From an optimization exercise on the open Yosys and OpenROAD flow, aimed at small area; shortcuts taken in it are not production practice.
At most, simulation tests tie the RTL to the original design; equivalence was not proved.

== run E ==
Design FloatingPointMultiplier, start of the top module:
module FloatingPointMultiplier(
	input wire [26 : 0] in_1,
	input wire [26 : 0] in_2,
	input wire clk_pll,
	output wire [26 : 0] out
    );
Settings: LEC_CHECK=0, CAP_MARGIN=20, CORE_MARGIN=2, CORE_UTILIZATION=40, CTS_BUF_LIST=sky130_fd_sc_hd__clkbuf_4 sky130_fd_sc_hd__clkbuf_8, SLEW_MARGIN=20, SYNTH_HIERARCHICAL=1; clock period 6.8 ns.
standard.sh (not shown) runs the stock make flow with config.mk's settings and CLKGATE_MAP_FILE= SYNTH_SCRIPT=/design/flow/synth_recipe.tcl, a recipe that flattens the netlist after the stock synthesis.
==> flow/flow/run.sh <==
#!/bin/bash
# Layout flow: the standard synthesis and layout, with
# - the smallest buffer cell for the port buffers instead of the one
#   buffer_ports picks by default,
# - every combinational cell sized down before global placement
#   (flow/downsize.tcl), so that timing repair sizes up only what it needs,
# - timing-driven global placement that does not keep the buffers its
#   virtual repair inserts (GPL_KEEP_OVERFLOW=0); timing is repaired later,
# - input port buffers with many loads sized up to buf_2 after global
#   placement (flow/portbuf.tcl),
# - clock tree synthesis without dummy loads.
set -euo pipefail
bash standard.sh synth > synth.log 2>&1
bash standard.sh 'BUFFER_PORTS_ARGS=-buffer_cell sky130_fd_sc_hd__buf_1' \
  "PRE_GLOBAL_PLACE_TCL=$PWD/flow/downsize.tcl" GPL_KEEP_OVERFLOW=0 \
  "POST_GLOBAL_PLACE_TCL=$PWD/flow/portbuf.tcl" \
  'CTS_ARGS=-sink_clustering_enable -sink_clustering_size 30 -sink_clustering_max_diameter 400 -repair_clock_nets -dont_use_dummy_load -buf_list {sky130_fd_sc_hd__clkbuf_4 sky130_fd_sc_hd__clkbuf_8}' \
  finish > layout.log 2>&1
Other scripts of this flow, unchanged in this note and not shown: flow/flow/downsize.tcl, flow/flow/portbuf.tcl
Input changes introduced in run B (baseline for comparison: run E):
Settings: putting SETUP_SLACK_MARGIN at -0.1 where nothing was set.
--- a/flow/flow/run.sh
+++ b/flow/flow/run.sh
@@ -16,3 +16,3 @@
   "POST_GLOBAL_PLACE_TCL=$PWD/flow/portbuf.tcl" \
-  'CTS_ARGS=-sink_clustering_enable -sink_clustering_size 30 -sink_clustering_max_diameter 400 -repair_clock_nets -dont_use_dummy_load -buf_list {sky130_fd_sc_hd__clkbuf_4 sky130_fd_sc_hd__clkbuf_8}' \
+  'CTS_ARGS=-sink_clustering_enable -repair_clock_nets -dont_use_dummy_load -buf_list {sky130_fd_sc_hd__clkbuf_4 sky130_fd_sc_hd__clkbuf_8}' \
   finish > layout.log 2>&1
Notes after the runs:
- Delta (run B minus run E): routed wire length shows a reduction of about 0.8%.

========
Setup of run 1:
FloatingPointMultiplier, a different RTL version from the one above (not shown whole).
For scale: about 990 cells after synthesis, roughly 28 flip-flops, roughly 82 I/O pins.
Settings: LEC_CHECK=0, CAP_MARGIN=20, CORE_MARGIN=2, CORE_UTILIZATION=40, CTS_BUF_LIST=sky130_fd_sc_hd__clkbuf_4 sky130_fd_sc_hd__clkbuf_8, SLEW_MARGIN=20, SYNTH_HIERARCHICAL=1; clock period 6.8 ns.
==> flow/flow/run.sh <==
#!/bin/bash
# Layout flow: the standard synthesis and layout, with
# - the smallest buffer cell for the port buffers instead of the one
#   buffer_ports picks by default,
# - every combinational cell sized down before global placement
#   (flow/downsize.tcl), so that timing repair sizes up only what it needs.
set -euo pipefail
bash standard.sh synth > synth.log 2>&1
bash standard.sh 'BUFFER_PORTS_ARGS=-buffer_cell sky130_fd_sc_hd__buf_1' \
  "PRE_GLOBAL_PLACE_TCL=$PWD/flow/downsize.tcl" finish > layout.log 2>&1
==> flow/flow/downsize.tcl <==
# Before global placement: give every combinational cell the smallest-area
# variant of its own cell (same function and pins). Timing repair later sizes up only what needs it.
set db [ord::get_db]
set block [ord::get_db_block]
set swapped 0
foreach inst [$block getInsts] {
  set master [$inst getMaster]
  set name [$master getName]
  if {![regexp {^(sky130_fd_sc_hd__([a-z0-9]+))_([0-9]+)$} $name -> base kind size]} { continue }
  # leave sequential, clock, tap, fill and delay cells alone
  if {[regexp {^(df|dl|sdf|edf|sedf|clk|tap|fill|decap|conb|diode|lpflow|probe|dly|macro)} $kind]} { continue }
  set best $master
  foreach s {0 1 2 4 6 8 12 16} {
    set m [$db findMaster "${base}_$s"]
    if {$m == "NULL" || $m == ""} { continue }
    if {[$m getWidth] < [$best getWidth]} {
      set best $m
    }
  }
  if {$best != $master} {
    $inst swapMaster $best
    incr swapped
  }
}
puts "downsize.tcl: swapped $swapped instances to smaller cells"
Run 1 completed; timing, DRC and antenna clean
--- input diff run 1..run 2 ---
==> flow/flow/run.sh <==
#!/bin/bash
# Layout flow: the standard synthesis and layout, with
# - the smallest buffer cell for the port buffers instead of the one
#   buffer_ports picks by default,
# - timing-driven global placement that does not keep the buffers its
#   virtual repair inserts (GPL_KEEP_OVERFLOW=0); timing is repaired later.
set -euo pipefail
bash standard.sh synth > synth.log 2>&1
bash standard.sh 'BUFFER_PORTS_ARGS=-buffer_cell sky130_fd_sc_hd__buf_1' \
  GPL_KEEP_OVERFLOW=0 finish > layout.log 2>&1
-- flow/config.mk --
<<< run 1, line 10
export CORE_UTILIZATION = 40
export CTS_BUF_LIST = sky130_fd_sc_hd__clkbuf_4 sky130_fd_sc_hd__clkbuf_8
export SLEW_MARGIN = 20
>>> run 2, line 10
export CORE_UTILIZATION = 40
export SLEW_MARGIN = 20
removed: flow/flow/downsize.tcl
==> summary.txt <==
Changes observed in run 2 relative to run 1: post-layout utilization of the core fell by 1.7 points; critical path depth down 3.
Max relative area change from synthesis to final layout across run 1 and run 2: run 1
Met3 wire length (run 2 over run 1): decrease, 7.8%
Summary: worst setup slack, run 2 better than run 1
What run 3 does differently from run 2 at the input level:
==> flow/flow/run.sh <==
#!/bin/bash
# Layout flow: the standard synthesis and layout, with
# - the smallest buffer cell for the port buffers instead of the one
#   buffer_ports picks by default,
# - every combinational cell sized down before global placement
#   (flow/downsize.tcl), so that timing repair sizes up only what it needs,
# - timing-driven global placement that does not keep the buffers its
#   virtual repair inserts (GPL_KEEP_OVERFLOW=0); timing is repaired later.
set -euo pipefail
bash standard.sh synth > synth.log 2>&1
bash standard.sh 'BUFFER_PORTS_ARGS=-buffer_cell sky130_fd_sc_hd__buf_1' \
  "PRE_GLOBAL_PLACE_TCL=$PWD/flow/downsize.tcl" GPL_KEEP_OVERFLOW=0 finish > layout.log 2>&1
==> flow/flow/downsize.tcl (new file) <==
# Before global placement: give every combinational cell the smallest-area
# variant of its own cell (same function and pins). Timing repair later sizes up only what needs it.
set db [ord::get_db]
set block [ord::get_db_block]
set swapped 0
foreach inst [$block getInsts] {
  set master [$inst getMaster]
  set name [$master getName]
  if {![regexp {^(sky130_fd_sc_hd__([a-z0-9]+))_([0-9]+)$} $name -> base kind size]} { continue }
  # leave sequential, clock, tap, fill and delay cells alone
  if {[regexp {^(df|dl|sdf|edf|sedf|clk|tap|fill|decap|conb|diode|lpflow|probe|dly|macro)} $kind]} { continue }
  set best $master
  foreach s {0 1 2 4 6 8 12 16} {
    set m [$db findMaster "${base}_$s"]
    if {$m == "NULL" || $m == ""} { continue }
    if {[$m getWidth] < [$best getWidth]} {
      set best $m
    }
  }
  if {$best != $master} {
    $inst swapMaster $best
    incr swapped
  }
}
puts "downsize.tcl: swapped $swapped instances to smaller cells"
-- flow/config.mk --
<<< run 2, line 10
export CORE_UTILIZATION = 40
export SLEW_MARGIN = 20
>>> run 3, line 10
export CORE_UTILIZATION = 40
export CTS_BUF_LIST = sky130_fd_sc_hd__clkbuf_4 sky130_fd_sc_hd__clkbuf_8
export SLEW_MARGIN = 20
- Run 3 went all the way through the flow, and no timing, DRC or antenna check failed.
- Non-clock buffering overhead in the final layout, run 3 and run 2, higher one = run 2.
- On setup slack: between run 3 and run 2, it ends up higher for run 2.
- On run 3: met1 wire length is about 2.8% lower than what run 2 gave.
- From run 2 to run 3, area of the mapped netlist did not move at all.

========
FloatingPointMultiplier, a different RTL version from the one above (not shown whole).
For scale: about 1000 cells after synthesis, about 82 I/O pins, about 9500 µm² of cells after synthesis.
Settings: LEC_CHECK=0, CAP_MARGIN=20, CORE_MARGIN=2, CORE_UTILIZATION=40, SLEW_MARGIN=20, SYNTH_HIERARCHICAL=1; clock period 6.8 ns.
run.sh (not shown) runs the stock make flow with config.mk's settings and CLKGATE_MAP_FILE= SYNTH_SCRIPT=/design/flow/synth_recipe.tcl, a recipe that flattens the netlist after the stock synthesis.
Stock flow here: none of the scripts above is used.
The starting point ran to the end with no violations.
Edit:
==> flow/flow/run.sh (new file) <==
#!/bin/bash
# Layout flow: the standard synthesis and layout, with the smallest buffer
# cell for the port buffers, synthesis buffers removed at floorplan, no
# timing-driven buffering during global placement, and cells on paths with
# slack sized down after global routing.
set -euo pipefail
bash standard.sh synth > synth.log 2>&1
bash standard.sh 'BUFFER_PORTS_ARGS=-buffer_cell sky130_fd_sc_hd__buf_1' REMOVE_ABC_BUFFERS=1 GPL_TIMING_DRIVEN=0 RECOVER_POWER=100 finish > layout.log 2>&1
==> flow/standard.sh (new file) <==
#!/bin/bash
# synth_recipe.tcl (not shown) runs the flow's synth.tcl, then flattens the netlist and writes it again
# the make line also repeats each setting of config.mk as NAME=value (left out here)
make -C /OpenROAD-flow-scripts/flow DESIGN_CONFIG=/design/flow/config.mk WORK_HOME=/design/flow/orfs CLKGATE_MAP_FILE= SYNTH_SCRIPT=/design/flow/synth_recipe.tcl "${@:-finish}"
removed: flow/run.sh
After rerunning:
- worst setup slack is worse by 0.029 ns
- utilization shrinks by 0.17 points
- first-iteration DRC count grows by 1.0%
- final cell count grows by 2.0%
Edit:
==> flow/flow/run.sh (replaced) <==
#!/bin/bash
# Layout flow: the standard synthesis and layout, with the smallest buffer
# cell for the port buffers instead of the one buffer_ports picks by default.
set -euo pipefail
bash standard.sh synth > synth.log 2>&1
bash standard.sh 'BUFFER_PORTS_ARGS=-buffer_cell sky130_fd_sc_hd__buf_1' finish > layout.log 2>&1
- routed wire length goes down by about 2.6%
- global-route usage went up by 1.3 points
- die area stays the same
- fmax rises by 4.6%
- synthesized cell count stays the same
- non-clock buffer count went down by 46
No functional check of the RTL was part of any run of this note.

========
south:
RTL: one of the versions met above, not the one the previous note started from.
Size: roughly 940 cells after synthesis.
export LEC_CHECK = 0
export CAP_MARGIN = 20
export CORE_MARGIN = 2
export CORE_UTILIZATION = 40
export CTS_BUF_LIST = sky130_fd_sc_hd__clkbuf_4 sky130_fd_sc_hd__clkbuf_8
export SLEW_MARGIN = 20
export SYNTH_HIERARCHICAL = 1
create_clock -name core_clock -period 6.8 [get_ports {clk_pll}]
standard.sh (not shown) runs the stock make flow with config.mk's settings and CLKGATE_MAP_FILE= SYNTH_SCRIPT=/design/flow/synth_recipe.tcl, a recipe that flattens the netlist after the stock synthesis.
==> flow/flow/run.sh <==
#!/bin/bash
# Layout flow: the standard synthesis and layout, with
# - the smallest buffer cell for the port buffers instead of the one
#   buffer_ports picks by default,
# - every combinational cell sized down before global placement
#   (flow/downsize.tcl), so that timing repair sizes up only what it needs,
# - timing-driven global placement that does not keep the buffers its
#   virtual repair inserts (GPL_KEEP_OVERFLOW=0); timing is repaired later,
# - input port buffers with many loads sized up to buf_2 after global
#   placement (flow/portbuf.tcl),
# - clock tree synthesis without dummy loads,
# - cells on paths with timing slack sized down after global routing
#   (RECOVER_POWER=100).
set -euo pipefail
bash standard.sh synth > synth.log 2>&1
bash standard.sh 'BUFFER_PORTS_ARGS=-buffer_cell sky130_fd_sc_hd__buf_1' \
  "PRE_GLOBAL_PLACE_TCL=$PWD/flow/downsize.tcl" GPL_KEEP_OVERFLOW=0 \
  "POST_GLOBAL_PLACE_TCL=$PWD/flow/portbuf.tcl" RECOVER_POWER=100 \
  'CTS_ARGS=-sink_clustering_enable -repair_clock_nets -dont_use_dummy_load -buf_list {sky130_fd_sc_hd__clkbuf_4 sky130_fd_sc_hd__clkbuf_8}' \
  finish > layout.log 2>&1
Other scripts of this flow, unchanged in this note and not shown: flow/flow/downsize.tcl, flow/flow/portbuf.tcl
> inputs changed (south -> middle)
- SETUP_SLACK_MARGIN: unset -> -0.2
diff --git a/flow/flow/run.sh b/flow/flow/run.sh
--- a/flow/flow/run.sh
+++ b/flow/flow/run.sh
@@ -11,3 +11 @@
-# - clock tree synthesis without dummy loads,
-# - cells on paths with timing slack sized down after global routing
-#   (RECOVER_POWER=100).
+# - clock tree synthesis without dummy loads.
@@ -18 +16 @@
-  "POST_GLOBAL_PLACE_TCL=$PWD/flow/portbuf.tcl" RECOVER_POWER=100 \
+  "POST_GLOBAL_PLACE_TCL=$PWD/flow/portbuf.tcl" \
south and middle ended up with roughly the same total number of nets in the final design. Summary of middle over south: aggregate routed wire length went down by about 0.5%, total global-route track usage was more or less identical, maximum clock rate went down by about 2.6%, antenna diode count was more or less identical. The number of violations reported at the end of detailed-routing iteration 0 in middle sits 7 below the value recorded for south.

========
FloatingPointMultiplier with an RTL version that a note above also has.
Size: roughly 28 flip-flops, about 82 I/O pins, roughly 9500 um^2 of cells after synthesis.
Settings: LEC_CHECK=0, CAP_MARGIN=20, CORE_MARGIN=2, CORE_UTILIZATION=40, GPL_TIMING_DRIVEN=0, SLEW_MARGIN=20, SYNTH_HIERARCHICAL=1; clock period 6.8 ns.
run.sh (not shown) runs the stock make flow with config.mk's settings and CLKGATE_MAP_FILE= SYNTH_SCRIPT=/design/flow/synth_recipe.tcl, a recipe that flattens the netlist after the stock synthesis.
Stock flow here: none of the scripts above is used.
==> next run, changes <==
==> flow/flow/run.sh (new file) <==
#!/bin/bash
# Layout flow: the standard synthesis and layout, with the smallest buffer
# cell for the port buffers, synthesis buffers removed at floorplan and no
# timing-driven buffering during global placement (timing is repaired after CTS).
set -euo pipefail
bash standard.sh synth > synth.log 2>&1
bash standard.sh 'BUFFER_PORTS_ARGS=-buffer_cell sky130_fd_sc_hd__buf_1' REMOVE_ABC_BUFFERS=1 GPL_TIMING_DRIVEN=0 finish > layout.log 2>&1
==> flow/standard.sh (new file) <==
#!/bin/bash
# synth_recipe.tcl (not shown) runs the flow's synth.tcl, then flattens the netlist and writes it again
# the make line also repeats each setting of config.mk as NAME=value (left out here)
make -C /OpenROAD-flow-scripts/flow DESIGN_CONFIG=/design/flow/config.mk WORK_HOME=/design/flow/orfs CLKGATE_MAP_FILE= SYNTH_SCRIPT=/design/flow/synth_recipe.tcl "${@:-finish}"
--- a/flow/config.mk
+++ b/flow/config.mk
@@ -10,3 +10,2 @@
 export CORE_UTILIZATION = 40
-export GPL_TIMING_DRIVEN = 0
 export SLEW_MARGIN = 20
removed: flow/run.sh
Effect:
- design area is about the same
- worst hold slack gets worse by 0.38 ns
- core utilization barely changes
- non-clock buffer count went up by 38
- synthesized area does not change
- via count went up by about 6%
No functional check of the RTL was part of any run of this note.

========
Setup of before:
FloatingPointMultiplier, a different RTL version from the one above (not shown whole).
Size: roughly 28 flip-flops, about 82 I/O pins.
==> flow/design.v (excerpt) <==
module FloatingPointMultiplier(
	input wire [26 : 0] in_1,
	input wire [26 : 0] in_2,
	input wire clk_pll,
	output wire [26 : 0] out
    );
Settings: LEC_CHECK=0, CAP_MARGIN=20, CORE_MARGIN=2, CORE_UTILIZATION=40, CTS_BUF_LIST=sky130_fd_sc_hd__clkbuf_4 sky130_fd_sc_hd__clkbuf_8, SETUP_SLACK_MARGIN=-0.1, SLEW_MARGIN=20, SYNTH_HIERARCHICAL=1; clock period 6.8 ns.
standard.sh (not shown) runs the stock make flow with config.mk's settings and CLKGATE_MAP_FILE= SYNTH_SCRIPT=/design/flow/synth_recipe.tcl, a recipe that flattens the netlist after the stock synthesis.
==> flow/flow/run.sh <==
#!/bin/bash
# Layout flow: the standard synthesis and layout, with
# - the smallest buffer cell for the port buffers instead of the one
#   buffer_ports picks by default,
# - every combinational cell sized down before global placement
#   (flow/downsize.tcl), so that timing repair sizes up only what it needs,
# - timing-driven global placement that does not keep the buffers its
#   virtual repair inserts (GPL_KEEP_OVERFLOW=0); timing is repaired later,
# - input port buffers with many loads sized up to buf_2 after global
#   placement (flow/portbuf.tcl),
# - clock tree synthesis without dummy loads.
set -euo pipefail
bash standard.sh synth > synth.log 2>&1
bash standard.sh 'BUFFER_PORTS_ARGS=-buffer_cell sky130_fd_sc_hd__buf_1' \
  "PRE_GLOBAL_PLACE_TCL=$PWD/flow/downsize.tcl" GPL_KEEP_OVERFLOW=0 \
  "POST_GLOBAL_PLACE_TCL=$PWD/flow/portbuf.tcl" \
  'CTS_ARGS=-sink_clustering_enable -repair_clock_nets -dont_use_dummy_load -buf_list {sky130_fd_sc_hd__clkbuf_4 sky130_fd_sc_hd__clkbuf_8}' \
  finish > layout.log 2>&1
Other scripts of this flow, unchanged in this note and not shown: flow/flow/downsize.tcl, flow/flow/portbuf.tcl
Setup changes, before to after
-- flow/config.mk --
<<< before, line 11
export CTS_BUF_LIST = sky130_fd_sc_hd__clkbuf_4 sky130_fd_sc_hd__clkbuf_8
export SETUP_SLACK_MARGIN = -0.1
export SLEW_MARGIN = 20
>>> after, line 11
export CTS_BUF_LIST = sky130_fd_sc_hd__clkbuf_4 sky130_fd_sc_hd__clkbuf_8
export SLEW_MARGIN = 20
Findings:
- Layout overhead on the synthesized area across before and after: no real change.
- Required time at the endpoint of the critical path across before and after: no real change.
- Global-route wire length before repair of before is on par with after.
- Filler cell count in the final layout of before is on par with after.
- Compared before against after; design area within noise.
- Routed wire length delta (after -> before): insignificant
- Higher period utilization was reported by before, not after.

-- separate check: timing with driven ports --
The flow's constraints put no driver on any port. The routed layouts listed below were extracted and timed again, unchanged, in two steps.
Step 1, drivers: a clkbuf_16 drives clk_pll and a buf_2 each remaining input, both assumed.
Step 2 adds t to the input delays and takes it off the output delays; t is the mean of the earliest and latest rising clock arrival at the registers after step 1. Input paths then give back, and output paths get back, about the clock's delay inside the block.
Three values: ideal, step 1, step 2; two values: the first two.
run	shift t [ns]	setup WS [ns]	worst setup path at the end	worst register clock-pin slew, ns
run E	0.287	0.308 / 0.312 / 0.025	input to register	0.09 / 0.09
run B	0.287	0.238 / 0.238 / -0.050	input to register	0.09 / 0.09
run 1	0.308	0.368 / 0.377 / 0.069	input to register	0.10 / 0.10
run 2	0.299	0.437 / 0.446 / 0.146	input to register	0.07 / 0.07
run 3	0.305	0.427 / 0.434 / 0.128	input to register	0.10 / 0.10
the first run of note 3	0.289	0.212 / 0.222 / -0.067	input to register	0.07 / 0.07
the second run of note 3	0.294	0.183 / 0.192 / -0.102	input to register	0.07 / 0.07
the third run of note 3	0.281	0.472 / 0.463 / 0.181	input to register	0.06 / 0.06
south	0.287	0.308 / 0.312 / 0.025	input to register	0.09 / 0.09
middle	0.288	0.133 / 0.135 / -0.153	input to register	0.10 / 0.10
the first run of note 5	0.297	0.210 / 0.219 / -0.078	input to register	0.07 / 0.07
the second run of note 5	0.293	0.177 / 0.186 / -0.107	input to register	0.07 / 0.07
before	0.294	0.303 / 0.289 / -0.005	input to register	0.09 / 0.09
after	0.294	0.360 / 0.361 / 0.067	input to register	0.09 / 0.09
Met with ideal ports but missed after step 2: setup timing in 7 of these runs. The setup slack of before, which loses most, moves by -0.014 ns with the drivers and by -0.308 ns with both steps.
